From an optimization exercise on the open Yosys and OpenROAD flow, aimed at small area and a short achievable clock period; shortcuts taken in it are not production practice. In this exercise RTL edits were held to simulation tests only and were not proved equivalent to the original.

==> flow/design.v <==
`timescale 1ns / 1ps
module rgb_to_grayscale(
    input clk,
    input rst,
    input [7:0] red_i,
    input [7:0] green_i,
    input [7:0] blue_i,
    input done_i,
    output reg [7:0] grayscale_o,
    output reg done_o
    );
reg [7:0] red_q, green_q, blue_q;
reg done_q;
reg [7:0] part_a;    
reg [5:0] part_b;    
reg done_p;
always @(posedge clk) begin
    red_q   <= red_i;
    green_q <= green_i;
    blue_q  <= blue_i;
    part_a  <= (red_q>>2) + (green_q>>1);
    part_b  <= (red_q>>5) + (green_q>>4) + (blue_q>>4) + (blue_q>>5);
    grayscale_o <= part_a + part_b;
end
always @(posedge clk) begin
    if(rst) begin
        done_q <= 1'b0;
        done_p <= 1'b0;
        done_o <= 1'b0;
    end else begin
        done_q <= done_i;
        done_p <= done_q;
        done_o <= done_p;
    end
end
endmodule
`timescale 1ns / 1ps
module fifo_single_line_buffer #(parameter LEN = 322) (
    input clk,
    input we_i,
    input [7:0] data_i,
    output [8*LEN-1:0] data_o
    );
reg [8*LEN-1:0] line_data;
assign data_o = line_data;
always @(posedge clk) begin
    if(we_i) line_data <= {line_data[8*LEN-9:0], data_i};
end
endmodule
`timescale 1ns / 1ps
module fifo_double_line_buffer(
    input clk,
    input we_i,
    input [7:0] data_i,
    output [7:0] a0_o, a1_o, a2_o,
    output [7:0] m0_o, m2_o,
    output [7:0] d0_o, d1_o, d2_o
    );
localparam COLS = 160;
localparam LEN  = 2*COLS + 2;
wire [8*LEN-1:0] taps;
fifo_single_line_buffer #(.LEN(LEN)) FIFO_LINES(
    .clk(clk),
    .we_i(we_i),
    .data_i(data_i),
    .data_o(taps)
);
assign d2_o = data_i;
assign d1_o = taps[8*0 +: 8];
assign d0_o = taps[8*1 +: 8];
assign m2_o = taps[8*(COLS-1) +: 8];
assign m0_o = taps[8*(COLS+1) +: 8];
assign a2_o = taps[8*(2*COLS-1) +: 8];
assign a1_o = taps[8*(2*COLS) +: 8];
assign a0_o = taps[8*(2*COLS+1) +: 8];
endmodule
`timescale 1ns / 1ps
module sobel_data_modulate(
    input clk,
    input rst,
    input done_i,
    output done_o,
    output reg top_o,    
    output reg bot_o,    
    output reg lft_o,    
    output reg rgt_o     
    );
localparam ROWS = 120;
localparam COLS = 160;
reg [7:0] iCounter;    
reg [6:0] iRows;
reg [7:0] iCols;
assign done_o = done_i && (iCounter == COLS + 1);
wire col_last = (iCols == COLS - 1);
wire row_last = (iRows == ROWS - 1);
always @(posedge clk) begin
    if(rst) begin
        iCounter <= 0;
    end else if(done_i && iCounter != COLS + 1) begin
        iCounter <= iCounter + 1;
    end
end
always @(posedge clk) begin
    if(rst) begin
        iRows <= 0;
        iCols <= 0;
        top_o <= 1'b1;
        bot_o <= 1'b0;
        lft_o <= 1'b1;
        rgt_o <= 1'b0;
    end else if(done_o) begin
        iCols <= col_last ? 8'd0 : iCols + 1;
        lft_o <= col_last;
        rgt_o <= (iCols == COLS - 2);
        if(col_last) begin
            iRows <= row_last ? 7'd0 : iRows + 1;
            top_o <= row_last;
            bot_o <= (iRows == ROWS - 2);
        end
    end
end
endmodule
`timescale 1ns / 1ps
module sobel_data_buffer(
    input clk,
    input rst,
    input [7:0] grayscale_i,
    input done_i,
    output [7:0] d0_o,
    output [7:0] d1_o,
    output [7:0] d2_o,
    output [7:0] d3_o,
    output [7:0] d5_o,
    output [7:0] d6_o,
    output [7:0] d7_o,
    output [7:0] d8_o,
    output done_o
    );
wire [7:0] a0, a1, a2, m0, m2, b0, b1, b2;
wire top, bot, lft, rgt;
fifo_double_line_buffer FIFO_DOUBLE_LINE_BUFFER(
    .clk(clk),
    .we_i(done_i),
    .data_i(grayscale_i),
    .a0_o(a0), .a1_o(a1), .a2_o(a2),
    .m0_o(m0), .m2_o(m2),
    .d0_o(b0), .d1_o(b1), .d2_o(b2)
);
sobel_data_modulate SOBEL_DATA_MODULATE(
    .clk(clk),
    .rst(rst),
    .done_i(done_i),
    .done_o(done_o),
    .top_o(top),
    .bot_o(bot),
    .lft_o(lft),
    .rgt_o(rgt)
);
assign d0_o = (top | lft) ? 8'd0 : a0;
assign d1_o = top         ? 8'd0 : a1;
assign d2_o = (top | rgt) ? 8'd0 : a2;
assign d3_o = lft         ? 8'd0 : m0;
assign d5_o = rgt         ? 8'd0 : m2;
assign d6_o = (bot | lft) ? 8'd0 : b0;
assign d7_o = bot         ? 8'd0 : b1;
assign d8_o = (bot | rgt) ? 8'd0 : b2;
endmodule
`timescale 1ns / 1ps
module sobel_calc(
    input clk,
    input rst,
    input [7:0] d0_i,
    input [7:0] d1_i,
    input [7:0] d2_i,
    input [7:0] d3_i,
    input [7:0] d5_i,
    input [7:0] d6_i,
    input [7:0] d7_i,
    input [7:0] d8_i,
    input done_i,
    output reg [7:0] grayscale_o,
    output done_o
    );
reg [9:0] gx_p, gx_n, gy_p, gy_n;
reg [9:0] gx_d, gy_d;
reg [10:0] g_sum;
reg [3:0] done_shift;
always @(posedge clk) begin
    gx_p <= d0_i + {d3_i, 1'b0} + d6_i;
    gx_n <= d2_i + {d5_i, 1'b0} + d8_i;
    gy_p <= d0_i + {d1_i, 1'b0} + d2_i;
    gy_n <= d6_i + {d7_i, 1'b0} + d8_i;
end
always @(posedge clk) begin
    gx_d <= (gx_p >= gx_n) ? (gx_p - gx_n) : (gx_n - gx_p);
    gy_d <= (gy_p >= gy_n) ? (gy_p - gy_n) : (gy_n - gy_p);
end
always @(posedge clk) begin
    g_sum <= gx_d + gy_d;
end
always @(posedge clk) begin
    grayscale_o <= (g_sum >= 11'd60) ? 8'd225 : {2'b00, g_sum[5:0]};
end
always @(posedge clk) begin
    if(rst) done_shift <= 4'b0000;
    else    done_shift <= {done_shift[2:0], done_i};
end
assign done_o = done_shift[3];
endmodule
`timescale 1ns / 1ps
module sobel_kernel(
    input clk,
    input rst,
    input [7:0] grayscale_i,
    input done_i,
    output [7:0] grayscale_o,
    output done_o
    );
wire [7:0] d0, d1, d2, d3, d5, d6, d7, d8;
wire win_done;
sobel_data_buffer SOBEL_DATA_BUFFER(
    .clk(clk),
    .rst(rst),
    .grayscale_i(grayscale_i),
    .done_i(done_i),
    .d0_o(d0), .d1_o(d1), .d2_o(d2), .d3_o(d3),
    .d5_o(d5), .d6_o(d6), .d7_o(d7), .d8_o(d8),
    .done_o(win_done)
);
sobel_calc SOBEL_CALC(
    .clk(clk),
    .rst(rst),
    .d0_i(d0), .d1_i(d1), .d2_i(d2), .d3_i(d3),
    .d5_i(d5), .d6_i(d6), .d7_i(d7), .d8_i(d8),
    .done_i(win_done),
    .grayscale_o(grayscale_o),
    .done_o(done_o)
);
endmodule
`timescale 1ns / 1ps
module grayscale_to_rgb(
    input [7:0] grayscale_i,
    input done_i,
    output [7:0] red_o,
    output [7:0] green_o,
    output [7:0] blue_o,
    output done_o
    );
assign red_o   = grayscale_i;
assign green_o = grayscale_i;
assign blue_o  = grayscale_i;
assign done_o  = done_i;
endmodule
`timescale 1ns / 1ps
module sobel_mod(
    input clk,
    input rst,
    input [7:0] cam_red_i,
    input [7:0] cam_green_i,
    input [7:0] cam_blue_i,
    input cam_done_i,
    output [7:0] sobel_red_o,
    output [7:0] sobel_green_o,
    output [7:0] sobel_blue_o,
    output sobel_done_o
    );
wire [7:0] sobel_grayscale_i;
wire sobel_grayscale_i_done;
wire [7:0] sobel_grayscale_o;
wire sobel_grayscale_o_done;
rgb_to_grayscale RGB_TO_GRAYSCALE(
    .clk(clk),
    .rst(rst),
    .red_i(cam_red_i),
    .green_i(cam_green_i),
    .blue_i(cam_blue_i),
    .done_i(cam_done_i),
    .grayscale_o(sobel_grayscale_i),
    .done_o(sobel_grayscale_i_done)
);
sobel_kernel SOBEL_KERNEL(
    .clk(clk),
    .rst(rst),
    .grayscale_i(sobel_grayscale_i),
    .done_i(sobel_grayscale_i_done),
    .grayscale_o(sobel_grayscale_o),
    .done_o(sobel_grayscale_o_done)
);
grayscale_to_rgb GRAYSCALE_TO_RGB(
    .grayscale_i(sobel_grayscale_o),
    .done_i(sobel_grayscale_o_done),
    .red_o(sobel_red_o),
    .green_o(sobel_green_o),
    .blue_o(sobel_blue_o),
    .done_o(sobel_done_o)
);
endmodule
Settings: LEC_CHECK=0, CAP_MARGIN=20, CORE_MARGIN=2, CORE_UTILIZATION=40, CTS_BUF_LIST=sky130_fd_sc_hd__clkbuf_8 sky130_fd_sc_hd__clkbuf_16, CTS_CLUSTER_SIZE=40, PLACE_DENSITY=0.6, SLEW_MARGIN=20; clock period 5.5 ns.
run.sh (not shown) runs the stock make flow with config.mk's settings and CLKGATE_MAP_FILE= SYNTH_SCRIPT=/design/flow/synth_recipe.tcl, a recipe that flattens the netlist after the stock synthesis.
The first run finished clean.
Change:
- CTS_BUF_LIST: sky130_fd_sc_hd__clkbuf_8 sky130_fd_sc_hd__clkbuf_16 -> not set
- CTS_CLUSTER_SIZE: 40 -> not set
Effect:
- The new run finished clean
- hold slack hardly moves
- core utilization stays the same
- final area is unchanged
- first-iteration DRC count went down by 3.8%
- worst setup slack degrades by 0.0082 ns
- area after synthesis is unchanged
- sequential share of layout area is unchanged
- maximum frequency hardly moves
- routed wire length barely changes

==> separate check: timing with driven ports <==
The results above use ideal ports. As a check the final layouts listed here were re-extracted and re-timed, cells and wires unchanged. Step 1 (the two cells are an assumption about what drives the block):
set clk [get_ports {clk}]
set_driving_cell -lib_cell sky130_fd_sc_hd__clkbuf_16 $clk
set_driving_cell -lib_cell sky130_fd_sc_hd__buf_2 [delete_from_list [all_inputs] $clk]
Step 2 also shifts input and output timing later by t, the mid clock arrival at the registers, as if the neighbouring blocks saw the same clock. Three values: ideal, step 1, step 2; two values: the first two.
run	t, ns	setup WS [ns]	worst slew at a driven data input, ns
the first run	0.901	1.831 / 1.831 / 1.831	0.05
the second run	0.900	1.823 / 1.823 / 1.823	0.05
After both steps setup and hold are still met in every run listed.
